This design comes from an exercise in tuning for small area and few clock cycles on the open sky130 flow, not from production work. In this exercise RTL edits were held to simulation tests only and were not proved equivalent to the original.

==> 09-28 <==
==> flow/design.v <==
module apb_slave (
    input               psel,
    input               pwrite,
    input  logic [31:0] paddr,
    output logic [31:0] prdata,
    output logic        pready,
    output logic        pslverr,
    output logic        wr_tx,
    output logic        wr_cfg,
    output logic        wr_ctrl,
    output logic [2:0]  rsel,
    input  logic [31:0] rdata
);
    logic       aligned;
    logic [2:0] a;
    assign aligned = ~|paddr[31:5] & ~|paddr[1:0];
    assign a       = paddr[4:2];
    logic wvalid, rvalid;
    assign wvalid = aligned & ~a[2] & (a[1] | ~a[0]);
    assign rvalid = aligned & (~a[2] | (a[1:0] == 2'b00));
    assign pready  = 1'b1;
    assign pslverr = pwrite ? ~wvalid : ~rvalid;
    assign wr_tx   = psel & pwrite & aligned & (a == 3'd0);
    assign wr_cfg  = psel & pwrite & aligned & (a == 3'd2);
    assign wr_ctrl = psel & pwrite & aligned & (a == 3'd3);
    assign rsel   = a;
    assign prdata = rdata;
endmodule
module register_block (
    input               clk,
    input               reset,
    input  logic [31:0] wdata,
    input  logic        wr_tx,
    input  logic        wr_cfg,
    input  logic        wr_ctrl,
    input  logic [2:0]  rsel,
    output logic [31:0] rdata,
    output logic [31:0] tx_data,
    output logic        ctrl_cpol,
    output logic        ctrl_cpha,
    output logic        ctrl_order,
    output logic [3:0]  ctrl_slave_en,
    output logic        ctrl_rd,
    output logic [1:0]  ctrl_scks,
    output logic        start_op,
    input  logic [31:0] rx_data,
    input               busy
);
    logic [9:0] cfg_data;
    logic       ctrl_data;
    assign ctrl_cpol     = cfg_data[0];
    assign ctrl_cpha     = cfg_data[1];
    assign ctrl_order    = cfg_data[2];
    assign ctrl_slave_en = cfg_data[6:3];
    assign ctrl_rd       = cfg_data[7];
    assign ctrl_scks     = cfg_data[9:8];
    assign start_op      = ctrl_data;
    always_ff @(posedge clk or negedge reset) begin
        if (!reset) begin
            tx_data   <= 32'd0;
            cfg_data  <= 10'd0;
            ctrl_data <= 1'b0;
        end else begin
            if (wr_tx)   tx_data   <= wdata;
            if (wr_cfg)  cfg_data  <= wdata[9:0];
            if (wr_ctrl) ctrl_data <= wdata[0];
        end
    end
    logic sel_tx, sel_rx, sel_cfg, sel_ctrl, sel_stt;
    assign sel_tx   = ~rsel[2] & ~rsel[1] & ~rsel[0];
    assign sel_rx   = ~rsel[2] & ~rsel[1] &  rsel[0];
    assign sel_cfg  = ~rsel[2] &  rsel[1] & ~rsel[0];
    assign sel_ctrl = ~rsel[2] &  rsel[1] &  rsel[0];
    assign sel_stt  =  rsel[2];
    assign rdata = ({32{sel_tx}}   & tx_data)
                 | ({32{sel_rx}}   & rx_data)
                 | ({32{sel_cfg}}  & {22'd0, cfg_data})
                 | ({32{sel_ctrl}} & {31'd0, ctrl_data})
                 | ({32{sel_stt}}  & {31'd0, busy});
endmodule
module apb_register_top (
    input          clk,           
    input          rst,           
    input          psel,          
    input          penable,       
    input          pwrite,        
    input  logic [31:0] paddr,    
    input  logic [31:0] pwdata,   
    output logic [31:0] prdata,   
    output logic        pready,    
    output logic        pslverr,   
    output logic [31:0] tx_data,           
    output logic        ctrl_cpol,         
    output logic        ctrl_cpha,         
    output logic        ctrl_order,        
    output logic [3:0]  ctrl_slave_en,     
    output logic        ctrl_rd,           
    output logic [1:0]  ctrl_scks,         
    output logic        start_op,          
    input  logic [31:0] rx_data,           
    input  logic        busy               
);
    logic [31:0] rdata;
    logic [2:0]  rsel;
    logic        wr_tx, wr_cfg, wr_ctrl;
    apb_slave u_apb_slave (
        .psel, .pwrite, .paddr,
        .prdata, .pready, .pslverr,
        .wr_tx, .wr_cfg, .wr_ctrl, .rsel, .rdata
    );
    register_block u_register_block (
        .clk, .reset(rst), .wdata(pwdata),
        .wr_tx, .wr_cfg, .wr_ctrl, .rsel, .rdata,
        .tx_data, .ctrl_cpol, .ctrl_cpha, .ctrl_order,
        .ctrl_slave_en, .ctrl_rd, .ctrl_scks, .start_op,
        .rx_data, .busy
    );
endmodule
==> flow/run.sh <==
#!/bin/bash
# synth_recipe.tcl (not shown) runs the flow's synth.tcl, then flattens the netlist and writes it again
# the make line also repeats each setting of config.mk as NAME=value (left out here)
make -C /OpenROAD-flow-scripts/flow DESIGN_CONFIG=/design/flow/config.mk WORK_HOME=/design/flow/orfs CLKGATE_MAP_FILE= SYNTH_SCRIPT=/design/flow/synth_recipe.tcl finish
==> flow/config.mk <==
export PLATFORM = sky130hd
export DESIGN_NAME = apb_register_top
export DESIGN_NICKNAME = apb_register_top
export VERILOG_FILES = /design/flow/design.v
export SDC_FILE = /design/flow/constraint.sdc
export NUM_CORES = 4
export LEC_CHECK = 0
export ABC_AREA = 1
export CAP_MARGIN = 20
export CORE_MARGIN = 2
export CORE_UTILIZATION = 40
export PLACE_DENSITY = 0.6
export SLEW_MARGIN = 20
==> flow/constraint.sdc <==
create_clock -name core_clock -period 5.0 [get_ports {clk}]
set_input_delay 1.0000 -clock core_clock [delete_from_list [all_inputs] [get_ports {clk}]]
set_output_delay 1.0000 -clock core_clock [all_outputs]
set_load 0.01 [all_outputs]
==> 03-03: changes against 09-28 <==
--- a/flow/design.v
+++ b/flow/design.v
@@ -70,5 +70,5 @@
     assign sel_tx   = ~rsel[2] & ~rsel[1] & ~rsel[0];
-    assign sel_rx   = ~rsel[2] & ~rsel[1] &  rsel[0];
-    assign sel_cfg  = ~rsel[2] &  rsel[1] & ~rsel[0];
-    assign sel_ctrl = ~rsel[2] &  rsel[1] &  rsel[0];
+    assign sel_rx   = ~rsel[1] &  rsel[0];
+    assign sel_cfg  =  rsel[1] & ~rsel[0];
+    assign sel_ctrl =  rsel[1] &  rsel[0];
     assign sel_stt  =  rsel[2];
==> flow/flow/run.sh (new file) <==
#!/bin/bash
# Standard layout, with these changes:
#  - synthesis maps the combinational logic with an area-oriented ABC script
#    (flow/abc_map.script); everything else in synthesis is the standard flow's own script;
#  - the smallest buffer on every input and output port;
#  - clock tree built from small buffers, without dummy loads.
set -euo pipefail
cd "$(dirname "$0")/.."
export MY_ABC_SCRIPT="$PWD/flow/abc_map.script"
bash standard.sh "SYNTH_SCRIPT=$PWD/flow/synth.tcl" \
  "BUFFER_PORTS_ARGS=-buffer_cell sky130_fd_sc_hd__buf_1" \
  "CTS_ARGS=-sink_clustering_enable -repair_clock_nets -buf_list sky130_fd_sc_hd__clkbuf_4 -dont_use_dummy_load" \
  finish > make_finish.log 2>&1
==> flow/flow/abc_map.script (new file) <==
&get -n
&st
&dch
&nf -R 1000 -C 32 -F 10
&put
==> flow/flow/synth.tcl (new file) <==
proc synth {args} { yosys synth -nofsm -noshare {*}$args }
# Map the combinational logic with the flow's own ABC script replaced by
# abc_map.script, kept beside this file.
proc abc {args} {
  set i [lsearch -exact $args -script]
  if {$i >= 0 && [info exists ::env(MY_ABC_SCRIPT)]} {
    lset args [expr {$i + 1}] $::env(MY_ABC_SCRIPT)
  }
  yosys abc {*}$args
}
source $::env(SCRIPTS_DIR)/synth.tcl
# left out here: clear keep_hierarchy, flatten, clean up, hide names made inside functions, write 1_2_yosys.v
==> flow/standard.sh (new file) <==
#!/bin/bash
# synth_recipe.tcl (not shown) runs the flow's synth.tcl, then flattens the netlist and writes it again
# the make line also repeats each setting of config.mk as NAME=value (left out here)
make -C /OpenROAD-flow-scripts/flow DESIGN_CONFIG=/design/flow/config.mk WORK_HOME=/design/flow/orfs CLKGATE_MAP_FILE= SYNTH_SCRIPT=/design/flow/synth_recipe.tcl "${@:-finish}"
ABC_AREA = not set   (was 1)
removed: flow/run.sh
==> 02-22: changes against 09-28 <==
--- a/flow/design.v
+++ b/flow/design.v
@@ -70,5 +70,5 @@
     assign sel_tx   = ~rsel[2] & ~rsel[1] & ~rsel[0];
-    assign sel_rx   = ~rsel[2] & ~rsel[1] &  rsel[0];
-    assign sel_cfg  = ~rsel[2] &  rsel[1] & ~rsel[0];
-    assign sel_ctrl = ~rsel[2] &  rsel[1] &  rsel[0];
+    assign sel_rx   = ~rsel[1] &  rsel[0];
+    assign sel_cfg  =  rsel[1] & ~rsel[0];
+    assign sel_ctrl =  rsel[1] &  rsel[0];
     assign sel_stt  =  rsel[2];
==> flow/flow/run.sh (new file) <==
#!/bin/bash
# Standard layout, with these changes:
#  - synthesis maps the combinational logic with an area-oriented ABC script
#    (flow/abc_map.script); everything else in synthesis is the standard flow's own script;
#  - the smallest buffer on every input and output port;
#  - clock tree built from small buffers, without dummy loads.
set -euo pipefail
cd "$(dirname "$0")/.."
export MY_ABC_SCRIPT="$PWD/flow/abc_map.script"
bash standard.sh "SYNTH_SCRIPT=$PWD/flow/synth.tcl" \
  "BUFFER_PORTS_ARGS=-buffer_cell sky130_fd_sc_hd__buf_1" \
  "CTS_ARGS=-sink_clustering_enable -repair_clock_nets -buf_list sky130_fd_sc_hd__clkbuf_4 -dont_use_dummy_load" \
  finish > make_finish.log 2>&1
==> flow/flow/abc_map.script (new file) <==
&get -n
&st
&dch
&nf -R 1000
&put
==> flow/flow/synth.tcl (new file) <==
proc synth {args} { yosys synth -nofsm -noshare {*}$args }
# Map the combinational logic with the flow's own ABC script replaced by
# abc_map.script, kept beside this file.
proc abc {args} {
  set i [lsearch -exact $args -script]
  if {$i >= 0 && [info exists ::env(MY_ABC_SCRIPT)]} {
    lset args [expr {$i + 1}] $::env(MY_ABC_SCRIPT)
  }
  yosys abc {*}$args
}
source $::env(SCRIPTS_DIR)/synth.tcl
# left out here: clear keep_hierarchy, flatten, clean up, hide names made inside functions, write 1_2_yosys.v
==> flow/standard.sh (new file) <==
#!/bin/bash
# synth_recipe.tcl (not shown) runs the flow's synth.tcl, then flattens the netlist and writes it again
# the make line also repeats each setting of config.mk as NAME=value (left out here)
make -C /OpenROAD-flow-scripts/flow DESIGN_CONFIG=/design/flow/config.mk WORK_HOME=/design/flow/orfs CLKGATE_MAP_FILE= SYNTH_SCRIPT=/design/flow/synth_recipe.tcl "${@:-finish}"
ABC_AREA = not set   (was 1)
CORE_UTILIZATION = 30   (was 40)
PLACE_DENSITY = 0.5   (was 0.6)
removed: flow/run.sh
==> 06-08: changes against 09-28 <==
==> flow/flow/run.sh (new file) <==
#!/bin/bash
# Standard layout, but with the smallest buffer on every input and output port.
set -euo pipefail
cd "$(dirname "$0")/.."
bash standard.sh "BUFFER_PORTS_ARGS=-buffer_cell sky130_fd_sc_hd__buf_1" finish > make_finish.log 2>&1
==> flow/standard.sh (new file) <==
#!/bin/bash
# synth_recipe.tcl (not shown) runs the flow's synth.tcl, then flattens the netlist and writes it again
# the make line also repeats each setting of config.mk as NAME=value (left out here)
make -C /OpenROAD-flow-scripts/flow DESIGN_CONFIG=/design/flow/config.mk WORK_HOME=/design/flow/orfs CLKGATE_MAP_FILE= SYNTH_SCRIPT=/design/flow/synth_recipe.tcl "${@:-finish}"
ABC_AREA = not set   (was 1)
CTS_BUF_LIST = sky130_fd_sc_hd__clkbuf_4   (was not set)
CTS_CLUSTER_DIAMETER = 200   (was not set)
CTS_CLUSTER_SIZE = 50   (was not set)
removed: flow/run.sh
==> results.cfg <==
[run_status]
status = timing/DRC/antenna clean

[floorplanning]
core-area_mm2 = 0.00482
fp-row-count = 25

[synthesis]
syn_nets = 255

[worst_setup_path]
rr_endpoint = u_register_block.tx_data[13]

[finish]
layout_commonest_cell = buf_1
[end of results for 03-03]
==> results.cfg <==
[synthesis]
syn_nets = 291

[floorplanning]
fp-row-count = 27
core-area_mm2 = 0.00547

[finish]
layout_commonest_cell = buf_1

[run_status]
status = timing/DRC/antenna clean
[end of results for 06-08]
==> results.cfg <==
[run_status]
status = timing/DRC/antenna clean

[finish]
layout_commonest_cell = clkdlybuf4s50_1

[worst_setup_path]
rr_endpoint = u_register_block.tx_data[19]

[synthesis]
syn_nets = 411

[floorplanning]
core-area_mm2 = 0.00585
[end of results for 09-28]
==> results.cfg <==
[worst_setup_path]
rr_endpoint = u_register_block.tx_data[22]

[synthesis]
syn_nets = 264

[finish]
layout_commonest_cell = buf_1
clkbuf_count = 5

[run_status]
status = timing/DRC/antenna clean

[floorplanning]
fp-row-count = 30
core-area_mm2 = 0.00668
[end of results for 02-22]
Testbench counts of 09-28, summed over its fixed seeds: cycles 48,000.
Testbench counts of 03-03, summed over its fixed seeds: cycles 48,000.
Testbench counts of 02-22, summed over its fixed seeds: cycles 48,000.
Testbench counts of 06-08, summed over its fixed seeds: cycles 48,000.

## re-timing with driven ports
Ports are ideal in the flow. The routed layouts listed here were re-timed in OpenROAD.
Step 1, drivers: a clkbuf_16 drives clk and a buf_2 each remaining input, both assumed.
Step 2 also shifts input and output timing later by t, the mid clock arrival at the registers, as if the neighbouring blocks saw the same clock.
Slacks: no drivers / after step 1 / after step 2; pairs: no drivers / after step 1.
run	t, ns	setup slack, ns	worst data-port slew with drivers (ns)	cell pins on the clock port's net
09-28	0.328	0.826 / 0.783 / 0.783	0.07	1
03-03	0.355	1.338 / 1.313 / 1.313	0.06	1
02-22	0.349	1.292 / 1.266 / 1.266	0.04	1
06-08	0.359	1.170 / 1.137 / 1.137	0.05	1
After both steps every run listed still meets setup and hold. For 09-28, which loses most, drivers alone change the setup slack by -0.043 ns; drivers and shift together by -0.043 ns.
